Background: an optimization exercise with open tools, aiming at small area, a short achievable clock period and few clock cycles per item. Do not read the settings as production practice. The RTL was checked by simulation tests, not by an equivalence proof against the original design.

==> flow/design.v <==
module rr_pick #(parameter n = 4) (
  input [n-1:0] req,
  input [n-1:0] prio,
  output logic [n-1:0] gnt
);
  integer k, d, j;
  logic path, clear;
  always_comb begin
    for (k = 0; k < n; k = k + 1) begin
      path = 1'b0;
      for (d = 0; d < n; d = d + 1) begin
        clear = prio[(k + n - d) % n];
        for (j = 1; j <= d; j = j + 1)
          clear = clear & ~req[(k + n - j) % n];
        path = path | clear;
      end
      gnt[k] = req[k] & path;
    end
  end
endmodule
module route_dest #(parameter id_r = 2, parameter id_c = 2) (
  input [3:0] r,
  input [3:0] c,
  input m,
  output [3:0] d
);
  wire rlt = r < id_r, rgt = r > id_r, clt = c < id_c, cgt = c > id_c;
  assign d[0] = m ? rlt : (!clt & !cgt & rlt);
  assign d[2] = m ? rgt : (!clt & !cgt & rgt);
  assign d[3] = m ? (!rlt & !rgt & clt) : clt;
  assign d[1] = m ? (!rlt & !rgt & cgt) : cgt;
endmodule
module out_fifo #(parameter bits = 32) (
  input clk,
  input rst,
  input [bits-1:0] d0, d1, d2, d3,   
  input [3:0] wr,              
  input pop,
  output [bits-1:0] dout,
  output reg pndng,
  output [1:0] free_nxt        
);
  reg [bits-1:0] hd;           
  reg [bits-1:0] r [6:0];
  reg [2:0] dl [6:0];          
  reg [6:0] v;                 
  reg [6:0] h;                 
  reg [6:0] tl;                
  integer k, m;
  wire do_pop = pop & pndng;
  wire adv = ~pndng | do_pop;            
  wire ring_any = |v;
  wire from_ring = adv & ring_any;
  logic [bits-1:0] rd;
  always_comb begin
    rd = {bits{1'b0}};
    for (k = 0; k < 7; k = k + 1)
      rd = rd | (r[k] & {bits{h[k]}});
  end
  assign dout = hd;
  logic [6:0] nxt;
  always_comb
    for (k = 0; k < 7; k = k + 1) begin
      nxt[k] = 1'b0;
      for (m = 1; m < 7; m = m + 1)
        nxt[k] = nxt[k] | ((dl[k] == m) & h[(k + m) % 7]);
      nxt[k] = nxt[k] & v[k];
    end
  function automatic [2:0] dist_tail(input [6:0] t, input integer p);
    integer q;
    begin
      dist_tail = 3'd0;
      for (q = 0; q < 7; q = q + 1)
        if (t[q]) dist_tail = dist_tail | 3'((q + 1 - p + 14) % 7);
    end
  endfunction
  wire wa = wr[0] | wr[1];     
  wire wb = wr[2] | wr[3];     
  wire [2:0] dna = dist_tail(tl, 0);
  wire [2:0] dnb = wa ? 3'd4 : dist_tail(tl, 3);
  wire [6:0] vp = v & ~(h & {7{from_ring}});
  wire any_wr = wa | wb;
  wire new_old = any_wr & ~(|vp);
  wire [6:0] wpos = {3'b000, wb, 2'b00, wa};
  wire [6:0] first = wa ? 7'd1 : 7'd8;
  wire [6:0] last = wb ? 7'd8 : 7'd1;
  wire [6:0] v_n = {vp[5:0], vp[6]} | wpos;
  assign free_nxt = {~v_n[2], ~v_n[6]};
  always @(posedge clk) begin
    if (from_ring) hd <= rd;
    r[0] <= (d0 & {bits{wr[0]}}) | (d1 & {bits{wr[1]}}) | (r[6] & {bits{~wa}});
    r[3] <= (d2 & {bits{wr[2]}}) | (d3 & {bits{wr[3]}}) | (r[2] & {bits{~wb}});
    for (k = 1; k < 7; k = k + 1)
      if (k != 3) r[k] <= r[k-1];
    dl[0] <= wa ? dna : dl[6];
    dl[3] <= wb ? dnb : dl[2];
    for (k = 1; k < 7; k = k + 1)
      if (k != 3) dl[k] <= dl[k-1];
    if (new_old) h <= first;
    else if (from_ring) h <= {nxt[5:0], nxt[6]};
    else h <= {h[5:0], h[6]};
    if (any_wr) tl <= last;
    else tl <= {tl[5:0], tl[6]};
  end
  always @(posedge clk or posedge rst) begin
    if (rst) begin
      v <= 7'd0;
      pndng <= 1'b0;
    end else begin
      v <= v_n;
      pndng <= (pndng & ~do_pop) | ring_any;
    end
  end
endmodule
module router_bus_gnrtr #(parameter pck_sz = 40, parameter num_ntrfs=4, parameter broadcast = {8{1'b1}}, parameter fifo_depth=8,parameter id_c = 2,parameter id_r = 2,parameter columns= 4, parameter rows = 4)(
  input clk,
  input reset,
  input [num_ntrfs*pck_sz-1:0] data_out_i_in,
  input [num_ntrfs-1:0] pndng_i_in,
  input [num_ntrfs-1:0] pop,
  output [num_ntrfs-1:0] popin,
  output [num_ntrfs-1:0] pndng,
  output [num_ntrfs*pck_sz-1:0] data_out
);
  localparam pb = pck_sz - 8;     
  reg [pb-1:0] sd [0:3];    
  reg [3:0] go;             
  reg [3:0] nacc;           
  reg [3:0] sld;            
  logic [3:0] take;
  logic [3:0] sq_n [0:3];
  logic [3:0] sdst [0:3];    
  logic [1:0] fr [0:3];      
  logic [3:0] gn [0:3];      
  reg [1:0] pp [0:3];        
  logic [3:0] wr [0:3];      
  logic [3:0] go_n;
  genvar i, o;
  generate
    for (i = 0; i < 4; i = i + 1) begin : _in_
      wire [3:0] fd;    
      wire [3:0] sdd;   
      assign sdst[i] = sdd;
      route_dest #(.id_r(id_r), .id_c(id_c)) rt_in (
        .r(data_out_i_in[i*pck_sz + pb - 1 -: 4]), .c(data_out_i_in[i*pck_sz + pb - 5 -: 4]),
        .m(data_out_i_in[i*pck_sz + pb - 9]), .d(fd)
      );
      route_dest #(.id_r(id_r), .id_c(id_c)) rt_st (
        .r(sd[i][pb-1 -: 4]), .c(sd[i][pb-5 -: 4]), .m(sd[i][pb-9]), .d(sdd)
      );
      assign take[i] = pndng_i_in[i] & ~nacc[i];
      assign popin[i] = take[i];
      always_comb begin
        if (nacc[i]) sq_n[i] = sdd;
        else if (take[i]) sq_n[i] = fd;
        else sq_n[i] = 4'd0;
      end
      always @(posedge clk)
        if (sld[i]) sd[i] <= data_out_i_in[i*pck_sz +: pb];
      assign go_n[i] = gn[0][i] | gn[1][i] | gn[2][i] | gn[3][i];
      always @(posedge clk or posedge reset)
        if (reset) begin
          go[i] <= 1'b0;
          nacc[i] <= 1'b0;
          sld[i] <= 1'b1;
        end else begin
          go[i] <= go_n[i];
          nacc[i] <= (sq_n[i] != 4'd0) & ~go_n[i];
          sld[i] <= (sq_n[i] == 4'd0) | go_n[i];
        end
    end
    for (o = 0; o < 4; o = o + 1) begin : _out_
      always_comb begin
        for (int j = 0; j < 4; j = j + 1)
          wr[o][j] = go[j] & sdst[j][o];
        for (int g = 0; g < 2; g = g + 1) begin
          gn[o][2*g] = sq_n[2*g][o] & fr[o][g] & (~sq_n[2*g+1][o] | ~pp[o][g]);
          gn[o][2*g+1] = sq_n[2*g+1][o] & fr[o][g] & (~sq_n[2*g][o] | pp[o][g]);
        end
      end
      always @(posedge clk or posedge reset)
        if (reset) pp[o] <= 2'b00;
        else
          for (int g = 0; g < 2; g = g + 1)
            if (gn[o][2*g] | gn[o][2*g+1]) pp[o][g] <= gn[o][2*g];
      if (o == 0) begin : _o0_
        logic [pb-4:0] dq;
        out_fifo #(.bits(pb-3)) fifo_out (
          .clk(clk), .rst(reset),  .free_nxt(fr[o]),
          .d0({sd[0][pb-4], sd[0][pb-5:0]}), .d1({sd[1][pb-4], sd[1][pb-5:0]}),
          .d2({sd[2][pb-4], sd[2][pb-5:0]}), .d3({sd[3][pb-4], sd[3][pb-5:0]}), .wr(wr[o]), .pop(pop[o]),
          .dout(dq), .pndng(pndng[o])
        );
        assign data_out[o*pck_sz +: pb] = {3'b000, dq};
      end else if (o == 3) begin : _o3_
        logic [pb-4:0] dq;
        out_fifo #(.bits(pb-3)) fifo_out (
          .clk(clk), .rst(reset),  .free_nxt(fr[o]),
          .d0({sd[0][pb-1 -: 4], sd[0][pb-8:0]}), .d1({sd[1][pb-1 -: 4], sd[1][pb-8:0]}),
          .d2({sd[2][pb-1 -: 4], sd[2][pb-8:0]}), .d3({sd[3][pb-1 -: 4], sd[3][pb-8:0]}), .wr(wr[o]), .pop(pop[o]),
          .dout(dq), .pndng(pndng[o])
        );
        assign data_out[o*pck_sz +: pb] = {dq[pb-4 -: 4], 3'b000, dq[pb-8:0]};
      end else begin : _o12_
        out_fifo #(.bits(pb)) fifo_out (
          .clk(clk), .rst(reset),  .free_nxt(fr[o]),
          .d0(sd[0]), .d1(sd[1]), .d2(sd[2]), .d3(sd[3]), .wr(wr[o]), .pop(pop[o]),
          .dout(data_out[o*pck_sz +: pb]), .pndng(pndng[o])
        );
      end
      assign data_out[o*pck_sz + pb +: 8] = 8'(o);
    end
  endgenerate
endmodule
export LEC_CHECK = 0
export CAP_MARGIN = 20
export CORE_MARGIN = 2
export CORE_UTILIZATION = 50
export CTS_CLUSTER_DIAMETER = 90
export CTS_CLUSTER_SIZE = 25
export SETUP_SLACK_MARGIN = 2.65
export SLEW_MARGIN = 20
create_clock -name core_clock -period 5.0 [get_ports {clk}]
standard.sh (not shown) runs the stock make flow with config.mk's settings and CLKGATE_MAP_FILE= SYNTH_SCRIPT=/design/flow/synth_recipe.tcl, a recipe that flattens the netlist after the stock synthesis.
==> flow/flow/run.sh <==
#!/bin/bash
set -euo pipefail
export BUFFER_PORTS_ARGS="-buffer_cell sky130_fd_sc_hd__buf_1"
bash standard.sh > flow_make.log 2>&1
The starting point produced a clean layout.
Testbench counts at the start, summed over its fixed seeds: cycles 1,728, packets 4,800.
Edit:
Settings changed: CTS_CLUSTER_DIAMETER 90 to 80, CTS_CLUSTER_SIZE 25 to 20.
After rerunning:
- setup slack gains 44 ps
- non-clock buffer count falls by 11
- wire length is about the same
- die area does not change
- design area grows by 0.68%
- synthesized area does not change
- sequential cell count stays the same
- register-to-register slack improved by 40 ps
- via count stays flat

-- static timing again, ports no longer ideal --
The results above use ideal ports. As a check the final layouts listed here were re-extracted and re-timed, cells and wires unchanged. Step 1: set_driving_cell puts a clkbuf_16 on clk and a buf_2 on each other input, an assumption about the parent block. Step 2 times the ports against the registers' clock, not the clock port: input delays grow and output delays shrink by t, the midpoint of the rising clock arrivals with the driver on. Three values: ideal, step 1, step 2; two values: the first two.
| run | shift t [ns] | setup slack, ns | worst setup path at the end | worst slew at a driven data input, ns |
|---|---|---|---|---|
| the first run | 0.736 | 2.552 / 2.527 / 2.010 | input to register | 0.09 |
| the second run | 0.720 | 2.596 / 2.568 / 1.973 | input to register | 0.08 |
After both steps every run listed still meets setup and hold. For the second run, which loses most, drivers alone change the setup slack by -0.028 ns; drivers and shift together by -0.623 ns.
